Source: an optimization exercise on an open RTL-to-GDS flow (aim: a short achievable clock period and few clock cycles). Production flows keep margins and buffers that such runs may drop. Where RTL was checked, it was by simulation tests only, not by an equivalence proof against the original. Power figures rest on the tool's default switching activity, not on a simulated workload.

// hw5_cpu
module hw5_cpu(
  clk,
  rst_n,
  imem_addr,
  imem_data,
  dmem_addr,
  dmem_we,
  dmem_wdata,
  dmem_rdata,
  LEDR, LEDG,
  HEX0, HEX1, HEX2, HEX3
);
For scale: roughly 500 flip-flops, about 130 I/O pins.
export LEC_CHECK = 0
export CAP_MARGIN = 20
export CORE_MARGIN = 2
export CORE_UTILIZATION = 40
export SLEW_MARGIN = 20
export TNS_END_PERCENT = 10
create_clock -name core_clock -period 12.0 [get_ports {clk}]
standard.sh (not shown) runs the stock make flow with config.mk's settings and CLKGATE_MAP_FILE= SYNTH_SCRIPT=/design/flow/synth_recipe.tcl, a recipe that flattens the netlist after the stock synthesis.
==> flow/flow/run.sh <==
#!/bin/bash
# The standard layout, with timing repair aimed below the design's period.
set -euo pipefail
bash standard.sh SETUP_SLACK_MARGIN=9 finish > flow.log 2>&1
Next try:
==> flow/flow/run.sh (replaced) <==
#!/bin/bash
# The standard layout, with timing repair aimed below the design's period.
set -euo pipefail
bash standard.sh SETUP_SLACK_MARGIN=8.5 finish > flow.log 2>&1
Via count came out lower by 1.4%.
Maximum frequency stays flat.
Worst hold slack improves by 0.013 ns.
Final cell count came out lower by 1.7%.
Utilization came out lower by 1.3 points.
Sequential share of layout area came out higher by 0.75 points.
Clock power came out higher by about 10%.
Next try:
--- a/flow/config.mk
+++ b/flow/config.mk
@@ -10,3 +10,3 @@
 export CORE_UTILIZATION = 40
 export SLEW_MARGIN = 20
-export TNS_END_PERCENT = 10
+export TNS_END_PERCENT = 20
What happened: Cell area rises by 2.9%; worst setup slack improves by 0.054 ns; power falls by 4.3%; global-route usage rises by 0.50 points; combinational power rises by 10%; die area is unchanged; non-clock buffer count rises by 91.
No functional check of the RTL was part of any run of this note.

* * *

The RTL this note starts from:
==> flow/design.v <==
module SignExtension(
  In, 
  Out
);
input signed [15:0] In; 
output signed [31:0] Out;
assign Out = In;
endmodule  
module SevenSeg(OUT,IN);
input  [3:0] IN;
output [6:0] OUT;
assign OUT =
  (IN == 4'h0) ? 7'b1000000 :
  (IN == 4'h1) ? 7'b1111001 :
  (IN == 4'h2) ? 7'b0100100 :
  (IN == 4'h3) ? 7'b0110000 :
  (IN == 4'h4) ? 7'b0011001 :
  (IN == 4'h5) ? 7'b0010010 :
  (IN == 4'h6) ? 7'b0000010 :
  (IN == 4'h7) ? 7'b1111000 :
  (IN == 4'h8) ? 7'b0000000 :
  (IN == 4'h9) ? 7'b0010000 :
  (IN == 4'hA) ? 7'b0001000 :
  (IN == 4'hb) ? 7'b0000011 :
  (IN == 4'hc) ? 7'b1000110 :
  (IN == 4'hd) ? 7'b0100001 :
  (IN == 4'he) ? 7'b0000110 :
    7'b0001110 ;
endmodule
module hw5_cpu(
  clk,
  rst_n,
  imem_addr,
  imem_data,
  dmem_addr,
  dmem_we,
  dmem_wdata,
  dmem_rdata,
  LEDR, LEDG,
  HEX0, HEX1, HEX2, HEX3
);
input clk;
input rst_n;
output [9:0] imem_addr;
input [32-1:0] imem_data;
output [9:0] dmem_addr;
output dmem_we;
output [16-1:0] dmem_wdata;
input [16-1:0] dmem_rdata;
output [9:0] LEDR;
output [7:0] LEDG;
output [6:0] HEX0, HEX1, HEX2, HEX3;
reg rst_q;
always @(posedge clk)
  rst_q <= rst_n;
reg [15:0] pc_f;
reg        x_v;
reg [31:0] x_ir;
reg [15:0] x_pc;
reg        m_wreg;
reg        m_load;
reg        m_we;
reg [3:0]  m_rd;
reg [15:0] m_res;
reg [15:0] m_sdata;
reg        w_wreg;
reg [3:0]  w_rd;
reg [15:0] w_res;
reg [15:0] rf [0:15];
reg [2:0]  cc;
reg [9:0]  ledr_q;
reg [7:0]  ledg_q;
reg [6:0]  hex0_q, hex1_q, hex2_q, hex3_q;
assign imem_addr  = pc_f[11:2];
assign dmem_addr  = m_res[9:0];
assign dmem_we    = m_we;
assign dmem_wdata = m_sdata;
assign LEDR = ledr_q;
assign LEDG = ledg_q;
assign HEX0 = hex0_q;
assign HEX1 = hex1_q;
assign HEX2 = hex2_q;
assign HEX3 = hex3_q;
wire [7:0]  op  = x_ir[31:24];
wire [3:0]  ra  = x_ir[23:20];
wire [3:0]  rb  = x_ir[19:16];
wire [3:0]  rc  = x_ir[11:8];
wire [15:0] imm = x_ir[15:0];
wire is_add  = (op == 8'b00000000);
wire is_addi = (op == 8'b00000001);
wire is_and  = (op == 8'b00001000);
wire is_andi = (op == 8'b00001001);
wire is_mov  = (op == 8'b00010000);
wire is_movi = (op == 8'b00010001);
wire is_ldw  = (op == 8'b00101010);
wire is_stw  = (op == 8'b00110010);
wire is_br   = (op[7:3] == 5'b11011);
wire is_jmp  = (op == 8'b11100000);
wire is_jsr  = (op == 8'b11110000);
wire is_jsrr = (op == 8'b11111000);
wire uses_b = is_add | is_addi | is_and | is_andi | is_ldw | is_stw | is_jmp | is_jsrr;
wire uses_c = is_add | is_and | is_mov;
wire wreg   = is_add | is_addi | is_and | is_andi | is_mov | is_movi | is_ldw | is_jsr | is_jsrr;
wire [3:0] rd = (is_mov | is_movi) ? rb : (is_jsr | is_jsrr) ? 4'd7 : ra;
wire hit_m_b = m_wreg && (m_rd == rb);
wire hit_m_c = m_wreg && (m_rd == rc);
wire hit_m_a = m_wreg && (m_rd == ra);
wire hit_w_b = w_wreg && (w_rd == rb);
wire hit_w_c = w_wreg && (w_rd == rc);
wire hit_w_a = w_wreg && (w_rd == ra);
wire [15:0] fb = hit_m_b ? m_res : hit_w_b ? w_res : rf[rb];
wire [15:0] fc = hit_m_c ? m_res : hit_w_c ? w_res : rf[rc];
wire [15:0] fa = hit_m_a ? m_res : hit_w_a ? w_res : rf[ra];
wire stall = x_v && m_load &&
  ((uses_b && m_rd == rb) || (uses_c && m_rd == rc) || (is_stw && m_rd == ra) || is_br);
wire [15:0] pc4 = x_pc + 16'h4;
wire [15:0] opb = (is_addi | is_andi | is_ldw | is_stw) ? imm : fc;
wire [15:0] sum = fb + opb;
wire [15:0] res = (is_and | is_andi) ? (fb & opb) :
                  is_mov ? fc :
                  is_movi ? imm :
                  (is_jsr | is_jsrr) ? pc4 :
                  sum;
function [2:0] ccof;
  input [15:0] v;
  ccof = v[15] ? 3'b100 : (v == 16'h0) ? 3'b010 : 3'b001;
endfunction
wire [2:0] cc_now = m_wreg ? ccof(m_res) : w_wreg ? ccof(w_res) : cc;
wire br_taken = is_br && ((op[2:0] & cc_now) != 3'b000);
wire redirect = x_v && !stall && (is_jmp || is_jsr || is_jsrr || br_taken);
wire [15:0] target = is_jmp ? fb : pc4 + {(is_jsrr ? fb[13:0] : imm[13:0]), 2'b00};
wire go = x_v && !stall;
always @(posedge clk)
begin
  if (!rst_n) begin
    pc_f <= 16'h0;
    x_v  <= 1'b0;
  end else if (redirect) begin
    pc_f <= target;
    x_v  <= 1'b0;
  end else if (!stall) begin
    pc_f <= pc_f + 16'h4;
    x_v  <= 1'b1;
    x_ir <= imem_data;
    x_pc <= pc_f;
  end
end
always @(posedge clk)
begin
  if (!rst_q) begin
    m_wreg <= 1'b0;
    m_load <= 1'b0;
    m_we   <= 1'b0;
    m_res  <= 16'h0;
  end else begin
    m_wreg <= go && wreg;
    m_load <= go && is_ldw;
    m_we   <= go && is_stw;
    m_res  <= res;
  end
  m_rd    <= rd;
  m_sdata <= fa;
end
always @(posedge clk)
begin
  if (!rst_q)
    w_wreg <= 1'b0;
  else
    w_wreg <= m_wreg;
  w_rd  <= m_rd;
  w_res <= m_load ? dmem_rdata : m_res;
end
integer i;
always @(posedge clk)
begin
  if (!rst_q) begin
    for (i = 0; i < 16; i = i + 1)
      rf[i] <= 16'h0;
    cc <= 3'b000;
  end else if (w_wreg) begin
    rf[w_rd] <= w_res;
    cc <= ccof(w_res);
  end
end
wire [6:0] seg0, seg1, seg2, seg3;
SevenSeg sseg0(.OUT(seg3), .IN(m_sdata[15:12]));
SevenSeg sseg1(.OUT(seg2), .IN(m_sdata[11:8]));
SevenSeg sseg2(.OUT(seg1), .IN(m_sdata[7:4]));
SevenSeg sseg3(.OUT(seg0), .IN(m_sdata[3:0]));
always @(posedge clk)
begin
  if (!rst_q) begin
    ledr_q <= 10'h3FF;
    ledg_q <= 8'hFF;
    hex3_q <= 7'b0100001;  
    hex2_q <= 7'b0000110;  
    hex1_q <= 7'b0001000;  
    hex0_q <= 7'b0100001;  
  end else if (m_we) begin
    if (m_res[9:0] == 1020)
      ledr_q <= m_sdata[9:0];
    if (m_res[9:0] == 1021)
      ledg_q <= m_sdata[7:0];
    if (m_res[9:0] == 1022) begin
      hex3_q <= seg3;
      hex2_q <= seg2;
      hex1_q <= seg1;
      hex0_q <= seg0;
    end
  end
end
endmodule  
clock: 12.0 ns
lec_check: 0
cap_margin: 20
core_margin: 2
core_utilization: 40
slew_margin: 20
run.sh (not shown) runs the stock make flow with config.mk's settings and CLKGATE_MAP_FILE= SYNTH_SCRIPT=/design/flow/synth_recipe.tcl, a recipe that flattens the netlist after the stock synthesis.
Stock flow here: none of the scripts above is used.
Edit:
==> flow/flow/run.sh (new file) <==
#!/bin/bash
# The standard layout, with timing repair aimed below the design's period.
set -euo pipefail
bash standard.sh SETUP_SLACK_MARGIN=9 finish > flow.log 2>&1
==> flow/standard.sh (new file) <==
#!/bin/bash
# synth_recipe.tcl (not shown) runs the flow's synth.tcl, then flattens the netlist and writes it again
# the make line also repeats each setting of config.mk as NAME=value (left out here)
make -C /OpenROAD-flow-scripts/flow DESIGN_CONFIG=/design/flow/config.mk WORK_HOME=/design/flow/orfs CLKGATE_MAP_FILE= SYNTH_SCRIPT=/design/flow/synth_recipe.tcl "${@:-finish}"
removed: flow/run.sh
After rerunning: Area after synthesis is unchanged; power climbs by a few percent; cell area climbs by roughly a tenth; global-route usage climbs by 1.6 points; register-to-register slack improved by 1.2 ns; final cell count climbs by a few percent; core utilization climbs by 5.1 points; die area stays the same.
No functional check of the RTL was part of any run of this note.

* * *

Another version of the RTL of hw5_cpu (not shown whole).
For scale: ~500 flip-flops, roughly 130 I/O pins, about 32,000 um2 of cells after synthesis.
Settings: LEC_CHECK=0, CAP_MARGIN=20, CORE_MARGIN=2, CORE_UTILIZATION=40, SLEW_MARGIN=20; clock period 12.0 ns.
standard.sh (not shown) runs the stock make flow with config.mk's settings and CLKGATE_MAP_FILE= SYNTH_SCRIPT=/design/flow/synth_recipe.tcl, a recipe that flattens the netlist after the stock synthesis.
==> flow/flow/run.sh <==
#!/bin/bash
# The standard layout, with timing repair aimed below the design's period.
set -euo pipefail
bash standard.sh SETUP_SLACK_MARGIN=9 finish > flow.log 2>&1
Then changed:
Settings changed: SYNTH_HIERARCHICAL from default to 1.
=> Design area goes up by about 6%. Sequential power goes up by about 8%. First-iteration DRC count stays flat. Total power goes up by 29%. Area after synthesis goes up by 9.5%. Clock power goes down by about 3%. Wire length goes up by about 1.2%.
Function was not checked in any run of this note: the RTL went through the layout flow alone.

* * *

hw5_cpu, a different RTL version from the one above (not shown whole).
Size: roughly 500 flip-flops, roughly 130 I/O pins, roughly 0.030 sq mm of cells after synthesis.
==> flow/config.mk <==
export PLATFORM = sky130hd
export DESIGN_NAME = hw5_cpu
export DESIGN_NICKNAME = hw5_cpu
export VERILOG_FILES = /design/flow/design.v
export SDC_FILE = /design/flow/constraint.sdc
export NUM_CORES = 4
export LEC_CHECK = 0
export CAP_MARGIN = 20
export CORE_MARGIN = 2
export CORE_UTILIZATION = 40
export SLEW_MARGIN = 20
export TNS_END_PERCENT = 10
==> flow/constraint.sdc <==
create_clock -name core_clock -period 12.0 [get_ports {clk}]
set_input_delay 2.4000 -clock core_clock [delete_from_list [all_inputs] [get_ports {clk}]]
set_output_delay 2.4000 -clock core_clock [all_outputs]
set_load 0.01 [all_outputs]
==> flow/flow/run.sh <==
#!/bin/bash
# The standard layout, with timing repair aimed below the design's period.
set -euo pipefail
bash standard.sh SETUP_SLACK_MARGIN=8.5 MATCH_CELL_FOOTPRINT=0 finish > flow.log 2>&1
The first run produced a clean layout.
Testbench counts at the start, summed over its fixed seeds: cycles 19,565.
Rerun with:
==> flow/flow/run.sh (replaced) <==
#!/bin/bash
# The standard layout, with timing repair aimed below the design's period.
set -euo pipefail
bash standard.sh SETUP_SLACK_MARGIN=8.5 finish > flow.log 2>&1
--- a/flow/config.mk
+++ b/flow/config.mk
@@ -10 +10 @@
-export CORE_UTILIZATION = 40
+export CORE_UTILIZATION = 50
Result: Non-clock buffer count goes down by 23. Global-route usage goes up by 7.3 points. Routed wire length is about the same. Power goes down slightly. Hold slack barely changes. Maximum frequency goes down slightly.
Rerun with:
--- a/flow/config.mk
+++ b/flow/config.mk
@@ -10 +10,2 @@
-export CORE_UTILIZATION = 50
+export CORE_UTILIZATION = 40
+export PLACE_DENSITY = 0.75
After rerunning: Non-clock buffer count went up by 15; utilization went down by 12 points; setup slack loses 0.022 ns; total power went down slightly.
Rerun with:
==> flow/flow/run.sh (replaced) <==
#!/bin/bash
# The standard layout, with timing repair aimed below the design's period.
set -euo pipefail
bash standard.sh SETUP_SLACK_MARGIN=9 finish > flow.log 2>&1
--- a/flow/config.mk
+++ b/flow/config.mk
@@ -11 +10,0 @@
-export PLACE_DENSITY = 0.75
Effect: Die area stays the same. Maximum frequency goes up by 2.3%. Hold slack degrades by 0.0067 ns. Sequential cell count is unchanged. Wire length rose by about 8%.
Rerun with:
==> flow/flow/run.sh (replaced) <==
#!/bin/bash
# The standard layout, with timing repair aimed below the design's period.
set -euo pipefail
bash standard.sh SETUP_SLACK_MARGIN=8.5 finish > flow.log 2>&1
--- a/flow/config.mk
+++ b/flow/config.mk
@@ -10 +10 @@
-export CORE_UTILIZATION = 40
+export CORE_UTILIZATION = 30
The new run ran to the end with no violations; die area climbs by about 33%; worst hold slack stays flat; via count is lower by about 1.6%; total power falls by about 3%; worst setup slack got worse by 0.060 ns; count of clock-buffer cells in the layout stays the same; area after synthesis is unchanged; non-clock buffer count shrinks by 26.

* * *

## run 1
Starting RTL as in the previous note.
export LEC_CHECK = 0
export CAP_MARGIN = 20
export CORE_MARGIN = 2
export CORE_UTILIZATION = 40
export SLEW_MARGIN = 20
export TNS_END_PERCENT = 10
create_clock -name core_clock -period 12.0 [get_ports {clk}]
==> flow/flow/run.sh <==
#!/bin/bash
# The standard layout, with timing repair aimed below the design's period.
set -euo pipefail
bash standard.sh SETUP_SLACK_MARGIN=8.5 finish > flow.log 2>&1
Both conditions hold for run 1: the flow ran to the end and the final layout passed the timing, DRC and antenna checks.
Testbench counts of run 1, summed over its fixed seeds: cycles 19,565.
### run 1 -> run 2
==> flow/flow/run.sh <==
#!/bin/bash
# The standard layout, with timing repair aimed below the design's period.
set -euo pipefail
bash standard.sh SETUP_SLACK_MARGIN=8.0 finish > flow.log 2>&1
### Flow results
Max area added between synthesis and finish across run 1 and run 2: run 1
After detailed routing, run 1 needs more wire than run 2.
In run 2, the sequential cell area in the final layout came out 0.54% below the value in run 1.
Post-layout worst setup margin delta (run 2 − run 1): unfavourable
Run 2 reports its critical path class as flop to output port while run 1 reports input port to flop.
Against run 1, run 2 reports a cell depth of the worst setup path that is lower.
[compare] base=run 1 new=run 2: internal power summed over all cells lost 6.2%, worst-margin pin slew picked up an extra 0.035 ns, post-route cell area lost about 3.5%.
Run 2 vs. run 1: via count went down by 616.
In the reports for run 1 and run 2, the larger post-layout total power belongs to run 1.
### run 2 -> run 3
- TNS_END_PERCENT: 10 -> unset
==> flow/flow/run.sh <==
#!/bin/bash
# The standard layout, with timing repair aimed below the design's period.
set -euo pipefail
bash standard.sh SETUP_SLACK_MARGIN=9 finish > flow.log 2>&1
- Delta (run 3 minus run 2): total power consumption of the routed design rose about 5%, least setup slack across all paths after layout grew by 0.17 ns.
- | register fraction of the total cell area | run 3 vs run 2 | 3.3 points lower |
- Measured against each other, run 3 and run 2 differ in clock distribution area overhead in the final layout, the higher figure coming from run 2.
- Going from run 2 to run 3, worst hold slack now smaller; worst-case clock skew now smaller; met3 usage now larger.
- The critical path capture point comes out dmem_addr[6] in one run and pc_f[14] in the other, namely in run 2 and run 3 respectively.
> inputs changed (run 3 -> run 4)
- TNS_END_PERCENT newly set to 10
==> flow/flow/run.sh <==
#!/bin/bash
# The standard layout, with timing repair aimed below the design's period.
# The standard synthesis runs first, unchanged; the layout after it also
# keeps the delay cells out, so that port buffers are not delay cells.
set -euo pipefail
bash standard.sh synth > synth.log 2>&1
bash standard.sh SETUP_SLACK_MARGIN=8.5 "DONT_USE_CELLS=sky130_fd_sc_hd__probe_p_8 sky130_fd_sc_hd__probec_p_8 sky130_fd_sc_hd__lpflow_bleeder_1 sky130_fd_sc_hd__lpflow_clkbufkapwr_1 sky130_fd_sc_hd__lpflow_clkbufkapwr_16 sky130_fd_sc_hd__lpflow_clkbufkapwr_2 sky130_fd_sc_hd__lpflow_clkbufkapwr_4 sky130_fd_sc_hd__lpflow_clkbufkapwr_8 sky130_fd_sc_hd__lpflow_clkinvkapwr_1 sky130_fd_sc_hd__lpflow_clkinvkapwr_16 sky130_fd_sc_hd__lpflow_clkinvkapwr_2 sky130_fd_sc_hd__lpflow_clkinvkapwr_4 sky130_fd_sc_hd__lpflow_clkinvkapwr_8 sky130_fd_sc_hd__lpflow_decapkapwr_12 sky130_fd_sc_hd__lpflow_decapkapwr_3 sky130_fd_sc_hd__lpflow_decapkapwr_4 sky130_fd_sc_hd__lpflow_decapkapwr_6 sky130_fd_sc_hd__lpflow_decapkapwr_8 sky130_fd_sc_hd__lpflow_inputiso0n_1 sky130_fd_sc_hd__lpflow_inputiso0p_1 sky130_fd_sc_hd__lpflow_inputiso1n_1 sky130_fd_sc_hd__lpflow_inputiso1p_1 sky130_fd_sc_hd__lpflow_inputisolatch_1 sky130_fd_sc_hd__lpflow_isobufsrc_1 sky130_fd_sc_hd__lpflow_isobufsrc_16 sky130_fd_sc_hd__lpflow_isobufsrc_2 sky130_fd_sc_hd__lpflow_isobufsrc_4 sky130_fd_sc_hd__lpflow_isobufsrc_8 sky130_fd_sc_hd__lpflow_isobufsrckapwr_16 sky130_fd_sc_hd__lpflow_lsbuf_lh_hl_isowell_tap_1 sky130_fd_sc_hd__lpflow_lsbuf_lh_hl_isowell_tap_2 sky130_fd_sc_hd__lpflow_lsbuf_lh_hl_isowell_tap_4 sky130_fd_sc_hd__lpflow_lsbuf_lh_isowell_4 sky130_fd_sc_hd__lpflow_lsbuf_lh_isowell_tap_1 sky130_fd_sc_hd__lpflow_lsbuf_lh_isowell_tap_2 sky130_fd_sc_hd__lpflow_lsbuf_lh_isowell_tap_4 sky130_fd_sc_hd__clkdlybuf4s15_1 sky130_fd_sc_hd__clkdlybuf4s15_2 sky130_fd_sc_hd__clkdlybuf4s18_1 sky130_fd_sc_hd__clkdlybuf4s18_2 sky130_fd_sc_hd__clkdlybuf4s25_1 sky130_fd_sc_hd__clkdlybuf4s25_2 sky130_fd_sc_hd__clkdlybuf4s50_1 sky130_fd_sc_hd__clkdlybuf4s50_2 sky130_fd_sc_hd__dlygate4sd1_1 sky130_fd_sc_hd__dlygate4sd2_1 sky130_fd_sc_hd__dlygate4sd3_1 sky130_fd_sc_hd__dlymetal6s2s_1 sky130_fd_sc_hd__dlymetal6s4s_1 sky130_fd_sc_hd__dlymetal6s6s_1 " finish > flow.log 2>&1
Fmax: run 4 higher than run 3. [compare] base=run 3 new=run 4: core utilization dropped 5.5 points, distinct cell type count of the synthesized netlist comparable, share of cell area taken by flip-flops and latches increased 3.2 points, initial antenna violation count went up 4, post-CTS resize count now sits lower.

## port drivers added, routing unchanged
In the flow no input, the clock included, has a driving cell. The finished layouts below were timed again as built, in two steps.
Step 1: set_driving_cell puts a clkbuf_16 on clk and a buf_2 on each other input, an assumption about the parent block.
Step 2 times the ports against the registers' clock, not the clock port: input delays grow and output delays shrink by t, the midpoint of the rising clock arrivals with the driver on.
Three values: no drivers, after step 1, after step 2; two values: the first two.
run	t, ns	setup WS [ns]	worst data-port slew with drivers (ns)
the first run of note 1	0.703	7.853 / 7.868 / 7.165	0.32
the second run of note 1	0.686	7.859 / 7.843 / 7.171	0.24
the third run of note 1	0.688	7.914 / 7.907 / 7.220	0.25
the first run of note 2	0.665	6.119 / 6.119 / 6.119	0.07
the second run of note 2	0.681	7.282 / 7.282 / 7.282	0.07
the first run of note 3	0.723	7.844 / 7.862 / 7.140	0.69
the second run of note 3	0.712	7.926 / 7.937 / 7.236	0.30
the first run of note 4	0.697	7.961 / 7.900 / 7.255	0.26
the second run of note 4	0.691	7.932 / 7.868 / 7.273	0.26
the third run of note 4	0.683	7.910 / 7.802 / 7.119	0.23
the fourth run of note 4	0.705	8.002 / 7.914 / 7.209	0.29
the fifth run of note 4	0.686	7.941 / 7.878 / 7.207	0.26
run 1	0.714	8.054 / 7.973 / 7.259	0.25
run 2	0.702	7.795 / 7.736 / 7.168	0.22
run 3	0.696	7.965 / 7.978 / 7.282	0.21
run 4	0.693	8.015 / 7.982 / 7.289	0.21
After both steps setup and hold are still met in every run listed. For run 1, which loses most, drivers alone change the setup slack by -0.081 ns; drivers and shift together by -0.795 ns.
